Background: an optimization exercise with open tools, aiming at small area, a short achievable clock period and few clock cycles. Do not read the settings as production practice.
Only simulation tests tie the RTL to the original design; equivalence was not proved.
Power figures rest on the tool's default switching activity, not on a simulated workload.

## multi_cpu_core
module multi_cpu_core(
	clk,         
	rst,         
	mem_addr,    
	mem_we,      
	mem_wdata,   
	mem_rdata,   
	dbg_addr,    
	dbg_data     
);
Settings: LEC_CHECK=0, CAP_MARGIN=20, CORE_MARGIN=2, CORE_UTILIZATION=62, CTS_CLUSTER_DIAMETER=90, CTS_CLUSTER_SIZE=24, PLACE_DENSITY=0.72, SETUP_SLACK_MARGIN=3.0, SLEW_MARGIN=20, SYNTH_HIERARCHICAL=1, TNS_END_PERCENT=10; clock period 8.0 ns.
standard.sh (not shown) runs the stock make flow with config.mk's settings and CLKGATE_MAP_FILE= SYNTH_SCRIPT=/design/flow/synth_recipe.tcl, a recipe that flattens the netlist after the stock synthesis.
==> flow/flow/run.sh <==
#!/bin/bash
# The standard layout (standard.sh: ORFS synthesis through finish), with
# one change: the buffers buffer_ports puts on every input and output port
# are sky130_fd_sc_hd__buf_1 cells instead of the default pick (a clkdlybuf4s
# delay cell, which repair cannot resize into a fast buffer).
# All tool output goes to standard.log here; ORFS keeps its per-step logs
# under orfs/logs/.
set -euo pipefail
export BUFFER_PORTS_ARGS="-buffer_cell sky130_fd_sc_hd__buf_1"
bash standard.sh > standard.log 2>&1
Testbench counts at the start, summed over its fixed seeds: cycles 36,474.
Next try:
--- a/flow/design.v
+++ b/flow/design.v
@@ -97,32 +97,31 @@
 module multi_ALU(A, B, SUB, OP, LD, D, res, eq);
 	input  wire [31:0] A, B, D;
 	input  wire SUB, LD;
 	input  wire [1:0] OP;
 	output wire [31:0] res;
 	output wire eq;
 	wire [31:0] b = B ^ {32{SUB}};
 	wire [31:0] p = A ^ b;
-	wire [31:0] g;      
+	wire [31:0] g = A & b;
 	wire [31:0] gn;     
-	multi_ALU_carry carry(.A(A), .B(b), .P(p), .CI(SUB), .G(g), .GN(gn));
+	multi_ALU_carry carry(.G(g), .P(p), .CI(SUB), .GN(gn));
 	wire [31:0] sum = p ^ ~{gn[30:0], ~SUB};
 	wire [31:0] lor = p | g;
 	assign res = LD ? D :
 	             (OP == 2'd0) ? sum :
 	             (OP == 2'd1) ? lor :
 	             (OP == 2'd2) ? ~lor : g;
 	assign eq = (A == B);
 endmodule
-module multi_ALU_carry(A, B, P, CI, G, GN);
-	input  wire [31:0] A, B, P;
+module multi_ALU_carry(G, P, CI, GN);
+	input  wire [31:0] G, P;
 	input  wire CI;
-	output wire [31:0] G, GN;
-	assign G = A & B;
+	output wire [31:0] GN;
 	wire [31:0] g0, p0;
 	wire [31:0] g1, p1;
 	wire [31:0] g2, p2;
 	wire [31:0] g3, p3;
 	wire [31:0] g4, p4;
 	wire [31:0] g5, p5;
 	assign g0 = {G[31:1], G[0] | (P[0] & CI)};
 	assign p0 = P;
@@ -441,18 +440,18 @@
 		for (r = 0; r < 32; r = r + 1) begin : dec
 			multi_and3 sc(.a(cl[r % 4]), .b(ch[r / 4]), .c(valid[r]), .y(selC[r]));
 		end
 		for (b = 0; b < 32; b = b + 1) begin : rd
 			wire [31:0] col;
 			for (r = 0; r < 32; r = r + 1) begin : c
 				assign col[r] = mem[r*32 + b];
 			end
-			multi_rf_read ra(.sel(selA), .d(col), .y(DataA[b]));
-			multi_rf_read rb(.sel(selB), .d(col), .y(DataB[b]));
+			multi_rf_read_s ra(.sel(selA), .d(col), .y(DataA[b]));
+			multi_rf_read_s rb(.sel(selB), .d(col), .y(DataB[b]));
 			multi_rf_read rc(.sel(selC), .d(col), .y(DataC[b]));
 		end
 	endgenerate
 endmodule
 module multi_rf_read(sel, d, y);
 	input  wire [31:0] sel, d;
 	output wire y;
 	wire [3:0] g;
Result: Routed wire length barely changes. First-iteration DRC count came out higher by 39%. Utilization came out lower by 0.36 points. Combinational power came out higher by about 8%. Sequential power is about the same. Final cell count came out lower by 6.1%. Non-clock buffer count came out lower by 18. Sequential cell count does not change.
Testbench counts after the change, summed over its fixed seeds: cycles 36,474.

* * *

== trial 78 ==
multi_cpu_core with an RTL version that a note above also has.
For scale: about 4,400 cells after synthesis, ~110 I/O pins, roughly 57,000 um2 of cells after synthesis.
clock: 8.0 ns
lec_check: 0
cap_margin: 20
core_margin: 2
core_utilization: 62
cts_cluster_diameter: 80
cts_cluster_size: 20
place_density: 0.72
setup_slack_margin: 3.0
slew_margin: 20
synth_hierarchical: 1
tns_end_percent: 10
==> flow/flow/run.sh <==
#!/bin/bash
# The standard layout (standard.sh: ORFS synthesis through finish), with
# one change: the buffers buffer_ports puts on every input and output port
# are sky130_fd_sc_hd__buf_4 cells instead of the default pick (a clkdlybuf4s
# delay cell, which repair cannot resize into a fast buffer).
# All tool output goes to standard.log here; ORFS keeps its per-step logs
# under orfs/logs/.
set -euo pipefail
export BUFFER_PORTS_ARGS="-buffer_cell sky130_fd_sc_hd__buf_4"
bash standard.sh > standard.log 2>&1
Trial 78 went all the way through synthesis, placement and routing and the layout is clean on timing, DRC and antenna.
Testbench counts of trial 78, summed over its fixed seeds: cycles 36,474.
Relative to trial 78, the following input files were edited for trial 3:
-- flow/design.v --
<<< trial 78, line 103
	wire [31:0] b = B ^ {32{SUB}};
	wire [31:0] p = A ^ b;
	wire [31:0] g = A & b;
	wire [31:0] gn;     
	multi_ALU_carry carry(.G(g), .P(p), .CI(SUB), .GN(gn));
	wire [31:0] sum = p ^ ~{gn[30:0], ~SUB};
	wire [31:0] lor = p | g;
>>> trial 3, line 103
	wire [31:0] b = B ^ {32{SUB}};
	wire [31:0] p = A ^ b;
	wire [31:0] g;      
	wire [31:0] gn;     
	multi_ALU_carry carry(.A(A), .B(b), .P(p), .CI(SUB), .G(g), .GN(gn));
	wire [31:0] sum = p ^ ~{gn[30:0], ~SUB};
	wire [31:0] lor = p | g;
<<< trial 78, line 114
	assign eq = (A == B);
endmodule
module multi_ALU_carry(G, P, CI, GN);
	input  wire [31:0] G, P;
	input  wire CI;
	output wire [31:0] GN;
	wire [31:0] g0, p0;
	wire [31:0] g1, p1;
>>> trial 3, line 114
	assign eq = (A == B);
endmodule
module multi_ALU_carry(A, B, P, CI, G, GN);
	input  wire [31:0] A, B, P;
	input  wire CI;
	output wire [31:0] G, GN;
	assign G = A & B;
	wire [31:0] g0, p0;
	wire [31:0] g1, p1;
<<< trial 78, line 446
				assign col[r] = mem[r*32 + b];
			end
			multi_rf_read_s ra(.sel(selA), .d(col), .y(DataA[b]));
			multi_rf_read_s rb(.sel(selB), .d(col), .y(DataB[b]));
			multi_rf_read rc(.sel(selC), .d(col), .y(DataC[b]));
		end
>>> trial 3, line 447
				assign col[r] = mem[r*32 + b];
			end
			multi_rf_read ra(.sel(selA), .d(col), .y(DataA[b]));
			multi_rf_read rb(.sel(selB), .d(col), .y(DataB[b]));
			multi_rf_read rc(.sel(selC), .d(col), .y(DataC[b]));
		end
Results
Looking at trial 3 and trial 78, the switching portion of total power is a wash.
Trial 3 falls short of trial 78 in area enclosed by the die boundary.
Fraction of area in multi-input gates came out higher on trial 3 than on trial 78.
Between trial 3 and trial 78, the difference in sequential standard cell area is negligible.
Looking at initial antenna violation count, trial 3 sits above trial 78.
Testbench counts of trial 3, summed over its fixed seeds: cycles 36,474.

afterwards: timing with drivers on the ports:
In the flow no input, the clock included, has a driving cell. The finished layouts below were timed again as built, in two steps. Step 1, drivers: a clkbuf_16 drives clk and a buf_2 each remaining input, both assumed. Step 2 also shifts input and output timing later by t, the mid clock arrival at the registers, as if the neighbouring blocks saw the same clock. Slacks: no drivers / after step 1 / after step 2; pairs: no drivers / after step 1.
| run | t (ns) | setup slack, ns | latest minus earliest clock arrival (ns) | worst data-port slew with drivers (ns) |
|---|---|---|---|---|
| the first run of note 1 | 0.784 | 2.703 / 2.650 / 2.650 | 0.041 / 0.040 | 0.10 |
| the second run of note 1 | 0.828 | 2.750 / 2.712 / 2.712 | 0.077 / 0.077 | 0.05 |
| trial 78 | 0.754 | 2.764 / 2.732 / 2.732 | 0.035 / 0.035 | 0.07 |
| trial 3 | 0.760 | 2.704 / 2.643 / 2.643 | 0.045 / 0.045 | 0.06 |
After both steps every run listed still meets setup and hold. The setup slack of trial 3, which loses most, moves by -0.061 ns with the drivers and by -0.061 ns with both steps.
